Context: an optimization exercise on an open-source flow, tuned for small area, a short achievable clock period and few clock cycles per item. The choices shown serve that exercise and are no tape-out recipe.
Only simulation tests tie the RTL to the original design; equivalence was not proved.
No activity file was given, so power comes from the tool's default toggle rates.

==> inputs of v36 <==
## viterbi_decoder
module viterbi_decoder(clk, rst, en, data, data_out, done_flag);
    input clk, rst, en;
    input [15:0] data;
    output reg [7:0] data_out;
    output reg done_flag;
    wire [7:0] dec;
    vcomb trellis (.data(data), .dout(dec));
    always @(posedge clk or posedge rst)
        if (rst) done_flag <= 1'b0;
        else     done_flag <= en;
    always @(posedge clk)
        data_out <= dec;
endmodule
Settings: LEC_CHECK=0, ABC_AREA=1, CAP_MARGIN=20, CORE_MARGIN=2, CORE_UTILIZATION=40, SETUP_SLACK_MARGIN=2, SLEW_MARGIN=20; clock period 5.0 ns.
run.sh (not shown) runs the stock make flow with config.mk's settings and CLKGATE_MAP_FILE= SYNTH_SCRIPT=/design/flow/synth_recipe.tcl, a recipe that flattens the netlist after the stock synthesis.
==> v9: changes against v36 <==
==> flow/flow/run.sh (new file) <==
#!/bin/bash
# The standard layout (the standard.sh, unchanged synthesis), except that the
# port buffers inserted before global placement are sky130_fd_sc_hd__buf_2
# instead of the resizer's default pick (a clkdlybuf4s50 delay cell).
set -euo pipefail
export BUFFER_PORTS_ARGS="-buffer_cell sky130_fd_sc_hd__buf_2"
bash standard.sh finish > standard.log 2>&1
==> flow/standard.sh (new file) <==
#!/bin/bash
# synth_recipe.tcl (not shown) runs the flow's synth.tcl, then flattens the netlist and writes it again
# the make line also repeats each setting of config.mk as NAME=value (left out here)
make -C /OpenROAD-flow-scripts/flow DESIGN_CONFIG=/design/flow/config.mk WORK_HOME=/design/flow/orfs CLKGATE_MAP_FILE= SYNTH_SCRIPT=/design/flow/synth_recipe.tcl "${@:-finish}"
--- a/flow/config.mk
+++ b/flow/config.mk
@@ -10,4 +10,3 @@
 export CORE_MARGIN = 2
 export CORE_UTILIZATION = 40
-export SETUP_SLACK_MARGIN = 2
 export SLEW_MARGIN = 20
removed: flow/run.sh
==> results.txt <==
- Count of clock-buffer cells in the layout is the same in v9 and v36.
- v36 completed without violations. v9 completed without violations.
- In v36 the routed wire length is larger than in v9, by about 20%.
- In sequential power, v36 and v9 hardly differ.
- Between v9 and v36, the lower sequential share of layout area is in v36 (gap 0.93 points).
- Die area is the same in v9 and v36.
- Flip-flop and latch count is the same in v9 and v36.
- Of v9 and v36, v36 has the higher combinational power (gap 29%, measured against v36).
Testbench counts of v36, summed over its fixed seeds: cycles 1,280, blocks 1,280.
Testbench counts of v9, summed over its fixed seeds: cycles 1,280, blocks 1,280.

========
==> inputs of job 2461 <==
Another version of the RTL of viterbi_decoder (not shown whole).
## viterbi_decoder
module viterbi_decoder(clk, rst, en, data, data_out, done_flag);
    input clk, rst, en;
    input [15:0] data;
    output [7:0] data_out;
    output reg done_flag;
    wire [22:0] cut;
    reg  [22:0] cut_q;
    vfront head (.data(data), .cut(cut));
    vback  tail (.cut(cut_q), .dout(data_out));
    always @(posedge clk or posedge rst)
        if (rst) done_flag <= 1'b0;
        else     done_flag <= en;
    always @(posedge clk)
        cut_q <= cut;
endmodule
clock: 5.0 ns
lec_check: 0
abc_area: 1
cap_margin: 20
core_margin: 2
core_utilization: 55
setup_slack_margin: 0.45
slew_margin: 20
standard.sh (not shown) runs the stock make flow with config.mk's settings and CLKGATE_MAP_FILE= SYNTH_SCRIPT=/design/flow/synth_recipe.tcl, a recipe that flattens the netlist after the stock synthesis.
==> flow/flow/run.sh <==
#!/bin/bash
# The standard layout (the standard.sh, on the standard synthesis script) with two
# changes:
#  - ADDER_MAP_FILE is empty, so Yosys does not extract half/full adders into
#    sky130 ha/fa cells before ABC; ABC maps that logic with the rest.
#  - the port buffers inserted before global placement are sky130_fd_sc_hd__buf_2
#    instead of the resizer's default pick (a clkdlybuf4s50 delay cell).
# Registers and their names are those of the standard synthesis.
set -euo pipefail
export BUFFER_PORTS_ARGS="-buffer_cell sky130_fd_sc_hd__buf_2"
bash standard.sh ADDER_MAP_FILE= finish > standard.log 2>&1
==> inputs of job 2980, as changes to job 2461 <==
- CORE_UTILIZATION: 55 -> 40
- SETUP_SLACK_MARGIN: 0.45 -> 0.35
==> impl_results.md <==
* Status: complete, no violations
* DR vias at 3,653
* Routed WL at just under 9 mm
* Crit path capture: data_out[6]
* Met1 wire length at about 3.8 mm
* Fin worst setup slack at 0.711 ns
* Vias in the first global route at 3,529
* Tap Count at between 100 and 150
* Drt first pass iters at 5
* Layout cells sized above 1 at 16.6%
* Clk pin slew, worst setup/hold paths at 0.08 ns
* Internal power at 0.809 mW
-- figures above: job 2980

==> impl_results.md <==
* Post-Syn Area at 3130 um^2
* Met2 Use GR at 52.8%
* CTS tree: done
* Fin. max-slew vios at 0
* Fin worst setup slack at 0.760 ns
* Vias in the first global route at between 3,000 and 4,000
* Clk pin slew, worst setup/hold paths at 0.09 ns
* Routed WL at 8.61 mm
* Drt first pass iters at 6
* Met1 wire length at 3.55 mm
* DR vias at 3,705
* Crit path capture: data_out[7]
* Tap Count at 72
* Xor/xnor share of the synthesized area at 3.52%
* Status: complete, no violations
* M1 GR Usage at 33.5%
* Internal power at 0.810 mW
-- figures above: job 2461

Testbench counts of job 2461, summed over its fixed seeds: cycles 1,280, blocks 1,280.
Testbench counts of job 2980, summed over its fixed seeds: cycles 1,280, blocks 1,280.

========
==> inputs of cedar <==
viterbi_decoder, a different RTL version from the one above (not shown whole).
Settings: LEC_CHECK=0, ABC_AREA=1, CAP_MARGIN=20, CORE_MARGIN=2, CORE_UTILIZATION=40, SLEW_MARGIN=20; clock period 5.0 ns.
==> flow/flow/run.sh <==
#!/bin/bash
# The standard layout (the standard.sh, unchanged synthesis), except that the
# port buffers inserted before global placement are sky130_fd_sc_hd__buf_2
# instead of the resizer's default pick (a clkdlybuf4s50 delay cell).
set -euo pipefail
export BUFFER_PORTS_ARGS="-buffer_cell sky130_fd_sc_hd__buf_2"
bash standard.sh finish > standard.log 2>&1
==> pepper (differences from cedar) <==
Settings changed: CORE_UTILIZATION 40 to 65.
==> comparison table <==
| quantity | cedar | pepper |
|---|---|---|
| Outcome | finished clean | finished clean |
| Final instance area | 4126 um2 | 4055 um2 |
| Fraction of area in registers | 11.76% | 11.97% |
| Buffers & Inverters on Critical Path | 4 | 5 |
| Sum of met2 wire segment lengths after detailed routing | 5.691 mm | 5.328 mm |
| Area Growth Syn to Fin | 8.701% | 6.823% |
| Fraction of area in multi-input gates | 68.62% | 69.82% |
| Combinational-cell power consumption | 1.26 mW | 1.27 mW |
| Biggest cell delay along the critical path | 0.57 ns | 0.55 ns |
| Total global routing track utilization | 23.22% | 35.43% |
| Switching Share | 56.24% | 56.28% |
| Final non-clock buffer share | 3.275% | 3.332% |
| Placed Instance Area | 4055 um2 | 3984 um2 |
| Met2 track utilization from global routing | 41.77% | 62.33% |
| Post-detailed-route via-to-cell ratio | 5.345 | 5.990 |
| Pre-antenna DRT Iters | 5 | 6 |
| Switching pwr | 0.9798 mW | 0.9816 mW |
| Max Clock Freq | 0.2234 GHz | 0.2214 GHz |
| Areal power density over the cells | 422.2 nW/um2 | 430.1 nW/um2 |
| Hold WS | 0.5400 ns | 0.5448 ns |
| Relative contribution of sequential cells to total power | 17.7% | 17.6% |
Testbench counts of cedar, summed over its fixed seeds: cycles 1,280, blocks 1,280.
Testbench counts of pepper, summed over its fixed seeds: cycles 1,280, blocks 1,280.

========
==> build 13: inputs <==
viterbi_decoder again, from the RTL that the note above started with.
==> flow/config.mk <==
export PLATFORM = sky130hd
export DESIGN_NAME = viterbi_decoder
export DESIGN_NICKNAME = viterbi_decoder
export VERILOG_FILES = /design/flow/design.v
export SDC_FILE = /design/flow/constraint.sdc
export NUM_CORES = 4
export LEC_CHECK = 0
export ABC_AREA = 1
export CAP_MARGIN = 20
export CORE_MARGIN = 2
export CORE_UTILIZATION = 40
export SETUP_SLACK_MARGIN = 0.2
export SLEW_MARGIN = 20
==> flow/constraint.sdc <==
create_clock -name core_clock -period 5.0 [get_ports {clk}]
set_input_delay 1.0000 -clock core_clock [delete_from_list [all_inputs] [get_ports {clk}]]
set_output_delay 1.0000 -clock core_clock [all_outputs]
set_load 0.01 [all_outputs]
==> flow/flow/run.sh <==
#!/bin/bash
# The standard layout (the standard.sh, on the standard synthesis script) with two
# changes:
#  - ADDER_MAP_FILE is empty, so Yosys does not extract half/full adders into
#    sky130 ha/fa cells before ABC; ABC maps that logic with the rest.
#  - the port buffers inserted before global placement are sky130_fd_sc_hd__buf_2
#    instead of the resizer's default pick (a clkdlybuf4s50 delay cell).
# Registers and their names are those of the standard synthesis.
set -euo pipefail
export BUFFER_PORTS_ARGS="-buffer_cell sky130_fd_sc_hd__buf_2"
bash standard.sh ADDER_MAP_FILE= finish > standard.log 2>&1
==> trial 84: changes against build 13 <==
--- a/flow/config.mk
+++ b/flow/config.mk
@@ -11,3 +11,2 @@
 export CORE_UTILIZATION = 40
-export SETUP_SLACK_MARGIN = 0.2
 export SLEW_MARGIN = 20
==> summary of the runs <==
Design area is about the same in build 13 and trial 84.
Against build 13, the wire length of trial 84 is higher by about 0.23%.
Via count is about the same in trial 84 and build 13.
Clock power is about the same in build 13 and trial 84.
In clock-buffer cell count, trial 84 and build 13 do not differ.
In power, build 13 and trial 84 hardly differ.
Testbench counts of build 13, summed over its fixed seeds: cycles 1,280, blocks 1,280.
Testbench counts of trial 84, summed over its fixed seeds: cycles 1,280, blocks 1,280.

========
==> inputs of run E <==
viterbi_decoder with an RTL version that a note above also has.
==> flow/config.mk <==
export PLATFORM = sky130hd
export DESIGN_NAME = viterbi_decoder
export DESIGN_NICKNAME = viterbi_decoder
export VERILOG_FILES = /design/flow/design.v
export SDC_FILE = /design/flow/constraint.sdc
export NUM_CORES = 4
export LEC_CHECK = 0
export ABC_AREA = 1
export CAP_MARGIN = 20
export CORE_MARGIN = 2
export CORE_UTILIZATION = 40
export SETUP_SLACK_MARGIN = 0.45
export SLEW_MARGIN = 20
==> flow/constraint.sdc <==
create_clock -name core_clock -period 5.0 [get_ports {clk}]
set_input_delay 1.0000 -clock core_clock [delete_from_list [all_inputs] [get_ports {clk}]]
set_output_delay 1.0000 -clock core_clock [all_outputs]
set_load 0.01 [all_outputs]
==> flow/flow/run.sh <==
#!/bin/bash
# The standard layout (the standard.sh, on the standard synthesis script) with two
# changes:
#  - ADDER_MAP_FILE is empty, so Yosys does not extract half/full adders into
#    sky130 ha/fa cells before ABC; ABC maps that logic with the rest.
#  - the port buffers inserted before global placement are sky130_fd_sc_hd__buf_1
#    instead of the resizer's default pick (a clkdlybuf4s50 delay cell).
# Registers and their names are those of the standard synthesis.
set -euo pipefail
export BUFFER_PORTS_ARGS="-buffer_cell sky130_fd_sc_hd__buf_1"
bash standard.sh ADDER_MAP_FILE= finish > standard.log 2>&1
==> inputs of run Y, as changes to run E <==
==> flow/flow/run.sh (replaced) <==
#!/bin/bash
# The standard layout (the standard.sh, on the standard synthesis script) with two
# changes:
#  - ADDER_MAP_FILE is empty, so Yosys does not extract half/full adders into
#    sky130 ha/fa cells before ABC; ABC maps that logic with the rest.
#  - the port buffers inserted before global placement are sky130_fd_sc_hd__buf_2
#    instead of the resizer's default pick (a clkdlybuf4s50 delay cell).
# Registers and their names are those of the standard synthesis.
set -euo pipefail
export BUFFER_PORTS_ARGS="-buffer_cell sky130_fd_sc_hd__buf_2"
bash standard.sh ADDER_MAP_FILE= finish > standard.log 2>&1
==> notes <==
In run Y the global-route usage is lower than in run E, by 0.066 points.
In run Y the critical path depth is higher than in run E, by 1.
Final area: run Y is larger than run E (about 1.4%).
In run Y the routed wire length is lower than in run E, by about 1.2%.
In area after synthesis, run E and run Y do not differ.
In synthesized cell count, run E and run Y do not differ.
Against run E, the worst setup slack of run Y is better by 0.073 ns.
In final cell count, run Y and run E do not differ.
Flip-flop and latch count is the same in run Y and run E.
Clock-buffer cell count is the same in run E and run Y.
==> figures <==
quantity	run Y	run E
Run status	timing/DRC/antenna clean	timing/DRC/antenna clean
Total combinational power	1.40 mW	1.37 mW
Vias per Instance	5.23	5.16
Total power divided by cell area	544 nW/µm²	541 nW/µm²
GR Layer Usage met3	0.0203	0.0138
Share of the clock period used by the worst path after layout	0.833	0.848
Routing usage on met2	0.383	0.382
Routed length on met3	500 µm	404 µm
Met1 layer wirelength in the final routing	3780 µm	4000 µm
Post-Layout Inst Area	3440 µm²	3390 µm²
Share of cells above drive strength 1	0.174	0.122
CP Max Fanout	6	11
FILL cells	850	851
Total GRT Usage	0.211	0.211
Total Routed Length	8730 µm	8840 µm
Hold WS	0.541 ns	0.523 ns
Area of the multi-input gates	2280 µm²	2270 µm²
Delay of the slowest cell on the worst path	0.45 ns	0.39 ns
Via count of the first global-routing pass	3529	3262
Reg area	495 µm²	493 µm²
Data arrival time of the critical path	3.17 ns	3.24 ns
Testbench counts of run E, summed over its fixed seeds: cycles 1,280, blocks 1,280.
Testbench counts of run Y, summed over its fixed seeds: cycles 1,280, blocks 1,280.

## port drivers added, routing unchanged
Ports are ideal in the flow. The routed layouts listed here were re-timed in OpenROAD.
Step 1 (the two cells are an assumption about what drives the block):
set clk [get_ports {clk}]
set_driving_cell -lib_cell sky130_fd_sc_hd__clkbuf_16 $clk
set_driving_cell -lib_cell sky130_fd_sc_hd__buf_2 [delete_from_list [all_inputs] $clk]
Step 2 also shifts input and output timing later by t, the mid clock arrival at the registers, as if the neighbouring blocks saw the same clock.
Slacks: ideal / step 1 / step 2; pairs: ideal / step 1.
run	shift t [ns]	slack for setup (ns)	clock arrival spread, ns	worst register clock-pin slew, ns	pins driven straight from the clock port
v36	0.257	0.960 / 0.922 / 0.665	0.001 / 0.001	0.04 / 0.04	1
v9	0.253	0.622 / 0.626 / 0.373	0.000 / 0.001	0.04 / 0.04	1
job 2461	0.296	0.760 / 0.729 / 1.025	0.013 / 0.013	0.09 / 0.09	1
job 2980	0.297	0.711 / 0.682 / 0.979	0.006 / 0.006	0.08 / 0.08	1
cedar	0.293	0.524 / 0.495 / 0.789	0.013 / 0.013	0.09 / 0.09	1
pepper	0.285	0.483 / 0.459 / 0.744	0.012 / 0.012	0.09 / 0.09	1
build 13	0.291	0.474 / 0.447 / 0.738	0.003 / 0.002	0.09 / 0.09	1
trial 84	0.290	0.363 / 0.336 / 0.626	0.002 / 0.003	0.09 / 0.09	1
run E	0.289	0.761 / 0.731 / 1.020	0.005 / 0.006	0.08 / 0.08	1
run Y	0.296	0.834 / 0.806 / 1.102	0.006 / 0.007	0.08 / 0.08	1
After both steps every run listed still meets setup and hold. For v36, which loses most, drivers alone change the setup slack by -0.038 ns; drivers and shift together by -0.295 ns.
